Context: an optimization exercise on an open-source flow, tuned for small area. The choices shown serve that exercise and are no tape-out recipe.
Function was checked by simulation only, so behaviour that the tests miss may differ from the original.
No activity file was given, so power comes from the tool's default toggle rates.

## APB_UART
module APB_UART(
input         PCLK            ,  
input         PRST_N          ,  
input         PSEL            ,
input         PENABLE         ,
input         PWRITE          ,
input  [31:0] PADDR           ,
input  [31:0] PWDATA          ,
output [31:0] PRDATA          ,
output        IRQ             ,
input         Rxd_i           ,
input         ExtClk_i        ,
output        Txd_o
);
For scale: ~270 flip-flops.
export LEC_CHECK = 0
export CAP_MARGIN = 20
export CORE_MARGIN = 2
export CORE_UTILIZATION = 65
export SLEW_MARGIN = 20
create_clock -name core_clock -period 10.0 [get_ports {PCLK}]
standard.sh (not shown) runs the stock make flow with config.mk's settings and CLKGATE_MAP_FILE= SYNTH_SCRIPT=/design/flow/synth_recipe.tcl, a recipe that flattens the netlist after the stock synthesis.
==> flow/flow/run.sh <==
#!/bin/bash
# The standard layout (standard.sh's ORFS make line), except:
#  - synthesis uses flow/synth_area.tcl: synth_recipe.tcl unchanged, but the
#    final ABC mapping uses the area-oriented flow/area.abc, and adders are
#    left to ABC (ADDER_MAP_FILE empty: no half/full adder cells);
#  - buf_1 port buffers;
#  - a clock tree of clustered clkbuf_4 buffers.
set -o pipefail
HERE=$(pwd)
export AREA_ABC_SCRIPT=$HERE/flow/area.abc
export FLOW_SYNTH_TCL=$HERE/synth_recipe.tcl
export BUFFER_PORTS_ARGS="-buffer_cell sky130_fd_sc_hd__buf_1"
export CTS_ARGS="-sink_clustering_enable -repair_clock_nets -buf_list sky130_fd_sc_hd__clkbuf_4 -dont_use_dummy_load -sink_clustering_size 10 -sink_clustering_max_diameter 60"
sed "s#SYNTH_SCRIPT=[^ ]*#SYNTH_SCRIPT=$HERE/flow/synth_area.tcl ADDER_MAP_FILE=#" standard.sh > standard_area.sh
grep -q "SYNTH_SCRIPT=$HERE/flow/synth_area.tcl" standard_area.sh || { echo "could not set SYNTH_SCRIPT" > run_error.log; exit 1; }
bash standard_area.sh > standard.log 2>&1
==> flow/flow/area.abc <==
strash
dch
amap -F 4 -A 8
strash
dch
amap -F 4 -A 8
topo
==> flow/flow/synth_area.tcl <==
# The standard flow's synthesis script (synth_recipe.tcl, sourced unchanged) with the
# final ABC technology mapping run with an area-oriented script
# (flow/area.abc) instead of ORFS's delay-oriented one.  Registers are
# mapped before ABC runs, so they are the same as the standard synthesis's.
proc abc {args} {
  set i [lsearch -exact $args -script]
  if { $i >= 0 } {
    lset args [expr { $i + 1 }] $::env(AREA_ABC_SCRIPT)
  }
  yosys abc {*}$args
}
source $::env(FLOW_SYNTH_TCL)
Next try:
--- a/flow/design.v
+++ b/flow/design.v
@@ -35,33 +35,35 @@
 reg          ScVld;
 reg          CntVld;
 reg          ExtClkQ;
 always @(posedge PCLK) begin
     if (WrScaler) SCALER <= PWDATA;
 end
 always @(posedge PCLK or negedge PRST_N) begin
     if (!PRST_N)       ScVld <= 1'b0;
     else if (WrScaler) ScVld <= 1'b1;
 end
-reg    [31:0]NCnt;
+localparam   CntPol = 32'h55555555;
+reg    [31:0]CntQ;
+wire   [31:0]NCnt = CntQ ^ CntPol;
 wire   [32:0]Carry;
 assign Carry[0] = 1'b1;
 genvar gi;
 generate
     for (gi = 0; gi < 32; gi = gi + 1) begin : g_carry
         assign Carry[gi+1] = Carry[gi] & NCnt[gi];
     end
 endgenerate
 wire         CntZero = ~CntVld | Carry[32];
 always @(posedge PCLK) begin
-    if (CntZero) NCnt <= ~SCALER;
-    else         NCnt <= NCnt ^ Carry[31:0];
+    if (CntZero) CntQ <= ~SCALER ^ CntPol;
+    else         CntQ <= (NCnt ^ Carry[31:0]) ^ CntPol;
 end
 always @(posedge PCLK or negedge PRST_N) begin
     if (!PRST_N)      CntVld <= 1'b0;
     else if (CntZero) CntVld <= ScVld;
 end
 always @(posedge PCLK or negedge PRST_N) begin
     if (!PRST_N) ExtClkQ <= 1'b0;
     else         ExtClkQ <= ExtClk_i;
 end
 wire         Tick = ECE ? (ExtClk_i & ~ExtClkQ) : CntZero;
@@ -181,21 +183,28 @@
     else begin
         RPh   <= RPh + 1'b1;
         RPend <= (RWrite | RPend) & ~RWrNow;
     end
 end
 always @(posedge PCLK) begin
     RRing[ 7: 0] <= RWrNow ? RShift : RRing[63:56];
     RRing[63: 8] <= RRing[55: 0];
 end
 wire   [ 2:0]RRStage = RRAddr + RPh;
-wire   [ 7:0]RRingOut = RRing[RRStage*8 +: 8];
+wire   [ 7:0]RRSel = 8'b1 << RRStage;
+reg    [ 7:0]RRingOut;
+integer ri;
+always @(*) begin
+    RRingOut = 8'b0;
+    for (ri = 0; ri < 8; ri = ri + 1)
+        RRingOut = RRingOut | ({8{RRSel[ri]}} & RRing[ri*8 +: 8]);
+end
 wire         RBypass  = RPend & (RRAddr == RWAddr);
 wire   [ 7:0]RHoldOut = RBypass ? RShift : RRingOut;
 always @(posedge PCLK or negedge PRST_N) begin
     if (!PRST_N) begin
         RWAddr <= 3'b0;
         RWrap  <= 1'b0;
     end
     else if (RWrNow) begin
         RWAddr <= RWAddr + 1'b1;
         if (&RWAddr) RWrap <= 1'b1;
@@ -292,21 +301,28 @@
 end
 always @(posedge PCLK or negedge PRST_N) begin
     if (!PRST_N)          TRAddr <= 3'b0;
     else if (StartTxData) TRAddr <= TRAddr + 1'b1;
 end
 always @(posedge PCLK or negedge PRST_N) begin
     if (!PRST_N)          TCnt <= 4'b0;
     else if (TWrite)      TCnt <= TCnt + 1'b1;
     else if (StartTxData) TCnt <= TCnt - 1'b1;
 end
-wire   [ 7:0]THead = (TWrap | (TRAddr < TWAddr)) ? THold[TRAddr] : 8'b0;
+wire   [ 7:0]TRSel = (TWrap | (TRAddr < TWAddr)) ? (8'b1 << TRAddr) : 8'b0;
+reg    [ 7:0]THead;
+integer ti;
+always @(*) begin
+    THead = 8'b0;
+    for (ti = 0; ti < 8; ti = ti + 1)
+        THead = THead | ({8{TRSel[ti]}} & THold[ti]);
+end
 always @(posedge PCLK) begin
     if (StartTxData) begin
         TShift       <= {1'b0, THead};
         TxDataParity <= PS;
     end
     else if (TxTick & ~StateTxIdle) begin
         TShift <= {1'b1, TShift[9:2]};
         if (StateTxData) TxDataParity <= TxDataParity ^ TShift[1];
     end
 end
Register-to-register slack improves by 110 ps.
Routed wire length came out higher slightly.
Clock power hardly moves.
Setup slack stays flat.
Total power came out lower slightly.
Utilization came out lower by 1.1 points.
Sequential share of layout area came out higher by 1.7 points.
Via count came out lower by a few percent.
Area after synthesis came out lower by a few percent.
Clock-buffer cell count does not change.
Combinational power came out lower by a few percent.
Global-route usage came out higher by 0.52 points.


## v6
RTL: one of the versions met above, not the one the previous note started from.
For scale: about 830 cells after synthesis, about 270 flip-flops, about 110 I/O pins, roughly 0.0099 mm2 of cells after synthesis.
// APB_UART
module APB_UART(
input         PCLK            ,  
input         PRST_N          ,  
input         PSEL            ,
input         PENABLE         ,
input         PWRITE          ,
input  [31:0] PADDR           ,
input  [31:0] PWDATA          ,
output [31:0] PRDATA          ,
output        IRQ             ,
input         Rxd_i           ,
input         ExtClk_i        ,
output        Txd_o
);
clock: 10.0 ns
lec_check: 0
cap_margin: 20
core_margin: 2
core_utilization: 80
slew_margin: 20
Scripts as last shown in full above: flow/flow/run.sh, flow/flow/area.abc, flow/flow/synth_area.tcl
Changes in v7 relative to v6:
--- a/flow/design.v
+++ b/flow/design.v
@@ -39,27 +39,25 @@
     if (WrScaler) SCALER <= PWDATA;
 end
 always @(posedge PCLK or negedge PRST_N) begin
     if (!PRST_N)       ScVld <= 1'b0;
     else if (WrScaler) ScVld <= 1'b1;
 end
-localparam   CntPol = 32'h55555555;
-reg    [31:0]CntQ;
-wire   [31:0]NCnt = CntQ ^ CntPol;
+reg    [31:0]NCnt;
 wire   [32:0]Carry;
 assign Carry[0] = 1'b1;
 genvar gi;
 generate
     for (gi = 0; gi < 32; gi = gi + 1) begin : g_carry
         assign Carry[gi+1] = Carry[gi] & NCnt[gi];
     end
 endgenerate
 wire         CntZero = ~CntVld | Carry[32];
 always @(posedge PCLK) begin
-    if (CntZero) CntQ <= ~SCALER ^ CntPol;
-    else         CntQ <= (NCnt ^ Carry[31:0]) ^ CntPol;
+    if (CntZero) NCnt <= ~SCALER;
+    else         NCnt <= NCnt ^ Carry[31:0];
 end
 always @(posedge PCLK or negedge PRST_N) begin
     if (!PRST_N)      CntVld <= 1'b0;
     else if (CntZero) CntVld <= ScVld;
 end
 always @(posedge PCLK or negedge PRST_N) begin
Results
End point of the critical path: RxTickCnt[2] -> v7, TxTickCnt[2] -> v6
Diff v6 -> v7: final core area utilization rose by 0.37 points; area taken by flip-flops and latches level; initial antenna violation count up 1; average size of a mapped cell has decreased; portion of the clock cycle consumed by the worst path in the final layout fell 12 points.


RTL: one of the versions met above, not the one the previous note started from.
For scale: roughly 760 cells after synthesis, roughly 270 flip-flops, roughly 0.011 mm² of cells after synthesis.
Settings: LEC_CHECK=0, CAP_MARGIN=20, CORE_MARGIN=2, CORE_UTILIZATION=65, SLEW_MARGIN=20; clock period 10.0 ns.
==> flow/flow/run.sh <==
#!/bin/bash
# Standard ORFS layout (the standard.sh, unchanged synthesis), with
# buf_1 port buffers and a clock tree of clustered clkbuf_4 buffers.
set -o pipefail
export BUFFER_PORTS_ARGS="-buffer_cell sky130_fd_sc_hd__buf_1"
export CTS_ARGS="-sink_clustering_enable -repair_clock_nets -buf_list sky130_fd_sc_hd__clkbuf_4 -dont_use_dummy_load -sink_clustering_size 10 -sink_clustering_max_diameter 60"
bash standard.sh > standard.log 2>&1
Change:
--- a/flow/design.v
+++ b/flow/design.v
@@ -70,24 +70,22 @@
 reg    [ 2:0]RxTickCnt;
 reg          RxTick;
 reg          BreakReceive, OverRun, ParityErr, FrmErr;
 reg    [ 7:0]RShift;
 reg          RSEmpty;
 reg          RxDataParity;
-reg          RxFirst;
 reg    [ 2:0]RRAddr, RWAddr;
 reg          RWrap;
 reg    [ 3:0]RCnt;
 wire         iRFifoFull  = RCnt[3];
 wire         StartToggle = ~Rxd & RxdQ;
 wire         StartRxIdle   = (StateRxStart & RxTick & Rxd) | (StateRxStop & RxTick);
 wire         StartRxStart  = RE & StateRxIdle & StartToggle;
 wire         StartRxData   = StateRxStart & RxTick & ~Rxd;
-wire         RxLast        = ~RShift[0] & ~RxFirst;
-wire         StartRxParity = PE & StateRxData & RxTick & RxLast;
-wire         StartRxStop   = (~PE & StateRxData & RxTick & RxLast) | (StateRxParity & RxTick);
+wire         StartRxParity = PE & StateRxData & RxTick & ~RShift[0];
+wire         StartRxStop   = (~PE & StateRxData & RxTick & ~RShift[0]) | (StateRxParity & RxTick);
 wire         StopTick  = StateRxStop & RxTick;
 wire         RWrite    = ~RSEmpty & ~iRFifoFull & (StateRxIdle | (StopTick & Rxd & ~RxDataParity));
 wire         RRead     = RdRhold & (|RCnt);
 always @(posedge PCLK) begin
     if (StartRxStart) begin
         RxTickCnt <= 3'b100;
@@ -140,24 +138,20 @@
     else if (StartRxParity)
         RxState <= 3'b011;
     else if (StartRxStop)
         RxState <= 3'b100;
 end
 always @(posedge PCLK) begin
-    if (StartRxData)
-        RxFirst <= 1'b1;
-    else if (StateRxData & RxTick)
-        RxFirst <= 1'b0;
-end
-always @(posedge PCLK) begin
     if (StartRxStart) begin
         RxDataParity <= PS;
     end
     else if (RxTick) begin
+        if (StateRxStart)
+            RShift <= {Rxd, 7'h7F};
         if (StateRxData)
-            RShift <= RxFirst ? {Rxd, 7'h3F} : {Rxd, RShift[7:1]};
+            RShift <= {Rxd, RShift[7:1]};
         if (StateRxData | StateRxParity)
             RxDataParity <= RxDataParity ^ Rxd;
     end
 end
 always @(posedge PCLK or negedge PRST_N) begin
     if (!PRST_N)
@@ -168,38 +162,41 @@
              (StopTick & (~Rxd | (~RxDataParity & ~iRFifoFull))))
         RSEmpty <= 1'b1;
 end
 reg    [63:0]RRing;
 reg    [ 2:0]RPh;
 reg          RPend;
-wire   [ 2:0]RWStage = RWAddr + RPh;
-wire         RWrNow  = (RWrite | RPend) & (&RWStage);
+wire   [ 2:0]RWEntry = RPend ? RWAddr - 1'b1 : RWAddr;
+wire   [ 2:0]RWStage = RWEntry + RPh;
+wire         RWrNow  = (RWrite | RPend) & (&RWStage[1:0]);
 always @(posedge PCLK or negedge PRST_N) begin
     if (!PRST_N) begin
         RPh   <= 3'b0;
         RPend <= 1'b0;
     end
     else begin
         RPh   <= RPh + 1'b1;
         RPend <= (RWrite | RPend) & ~RWrNow;
     end
 end
 always @(posedge PCLK) begin
-    RRing[ 7: 0] <= RWrNow ? RShift : RRing[63:56];
-    RRing[63: 8] <= RRing[55: 0];
+    RRing[ 7: 0] <= (RWrNow &  RWStage[2]) ? RShift : RRing[63:56];
+    RRing[31: 8] <= RRing[23: 0];
+    RRing[39:32] <= (RWrNow & ~RWStage[2]) ? RShift : RRing[31:24];
+    RRing[63:40] <= RRing[55:32];
 end
 wire   [ 2:0]RRStage = RRAddr + RPh;
 wire   [ 7:0]RRingOut = RRing[RRStage*8 +: 8];
-wire         RBypass  = RPend & (RRAddr == RWAddr);
+wire         RBypass  = RPend & (RRAddr == RWAddr - 1'b1);
 wire   [ 7:0]RHoldOut = RBypass ? RShift : RRingOut;
 always @(posedge PCLK or negedge PRST_N) begin
     if (!PRST_N) begin
         RWAddr <= 3'b0;
         RWrap  <= 1'b0;
     end
-    else if (RWrNow) begin
+    else if (RWrite) begin
         RWAddr <= RWAddr + 1'b1;
         if (&RWAddr) RWrap <= 1'b1;
     end
 end
 always @(posedge PCLK or negedge PRST_N) begin
     if (!PRST_N)     RCnt <= 4'b0;
@@ -207,13 +204,13 @@
     else if (RRead)  RCnt <= RCnt - 1'b1;
 end
 always @(posedge PCLK or negedge PRST_N) begin
     if (!PRST_N)    RRAddr <= 3'b0;
     else if (RRead) RRAddr <= RRAddr + 1'b1;
 end
-wire         RHoldVld = RWrap | (RRAddr < RWAddr) | RBypass;
+wire         RHoldVld = RWrap | (RRAddr < RWAddr);
 always @(posedge PCLK or negedge PRST_N) begin
     if (!PRST_N) begin
         FrmErr       <= 1'b0;
         BreakReceive <= 1'b0;
         OverRun      <= 1'b0;
         ParityErr    <= 1'b0;
@@ -246,20 +243,22 @@
 wire         StartTxData   = StateTxIdle & TE & ~iTHEmpty & TxTick;
 wire         StartTxParity = StateTxData & TLast & TxTick & PE;
 wire         StartTxStop   = (StateTxData & TLast & TxTick & ~PE) | (StateTxParity & TxTick);
 always @(posedge PCLK or negedge PRST_N) begin
     if (!PRST_N)
         TxTickCnt <= 3'b0;
+    else if (StartTxData)
+        TxTickCnt <= {2'b00, Tick};
     else if (Tick)
         TxTickCnt <= TxTickCnt + 1'b1;
 end
 always @(posedge PCLK or negedge PRST_N) begin
     if (!PRST_N)
         TxTick <= 1'b0;
     else
-        TxTick <= (&TxTickCnt) & Tick;
+        TxTick <= ~StartTxData & (&TxTickCnt) & Tick;
 end
 reg    [ 1:0]TxState;
 always @(*) begin
     StateTxIdle   = (TxState == 2'b00);
     StateTxData   = (TxState == 2'b01);
     StateTxParity = (TxState == 2'b10);
=> The changed run completed without violations; routed wire length is higher by a few percent; via count rises by a few percent; synthesized area increases by a few percent; sequential power went up by a few percent; worst setup slack improved by 0.33 ns; power rose by a little under a tenth; clock skew goes up by 0.038 ns; non-clock buffer count is lower by 6; critical path depth is unchanged; maximum frequency came out higher by a few percent; global-route usage goes up by 0.60 points; final cell count rises by a few percent; sequential share of layout area fell by 1.1 points; design area came out higher slightly.

separate check: timing with driven ports:
No port has a modelled driver above. Below, the same layouts with a new extraction and two added sets of constraints.
Step 1 (the two cells are an assumption about what drives the block):
set clk [get_ports {PCLK}]
set_driving_cell -lib_cell sky130_fd_sc_hd__clkbuf_16 $clk
set_driving_cell -lib_cell sky130_fd_sc_hd__buf_2 [delete_from_list [all_inputs] $clk]
Step 2 times the ports against the registers' clock, not the clock port: input delays grow and output delays shrink by t, the midpoint of the rising clock arrivals with the driver on.
Three values: ideal, step 1, step 2; two values: the first two.
run	shift t [ns]	slack for setup (ns)	hold WS [ns]	latest minus earliest clock arrival (ns)
the first run of note 1	0.697	3.171 / 3.171 / 3.171	0.347 / 0.347 / 0.347	0.044 / 0.043
the second run of note 1	0.690	3.170 / 3.147 / 3.147	0.306 / 0.306 / 0.306	0.044 / 0.044
v6	0.693	1.633 / 1.633 / 1.633	0.297 / 0.297 / 0.297	0.054 / 0.053
v7	0.689	2.867 / 2.867 / 2.867	0.354 / 0.354 / 0.354	0.070 / 0.070
the first run of note 3	0.695	2.638 / 2.638 / 2.638	0.348 / 0.348 / 0.348	0.067 / 0.068
the second run of note 3	0.668	2.966 / 2.966 / 2.966	0.320 / 0.320 / 0.320	0.090 / 0.091
After both steps every run listed still meets setup and hold. The setup slack of the second run of note 1, which loses most, moves by -0.023 ns with the drivers and by -0.023 ns with both steps.
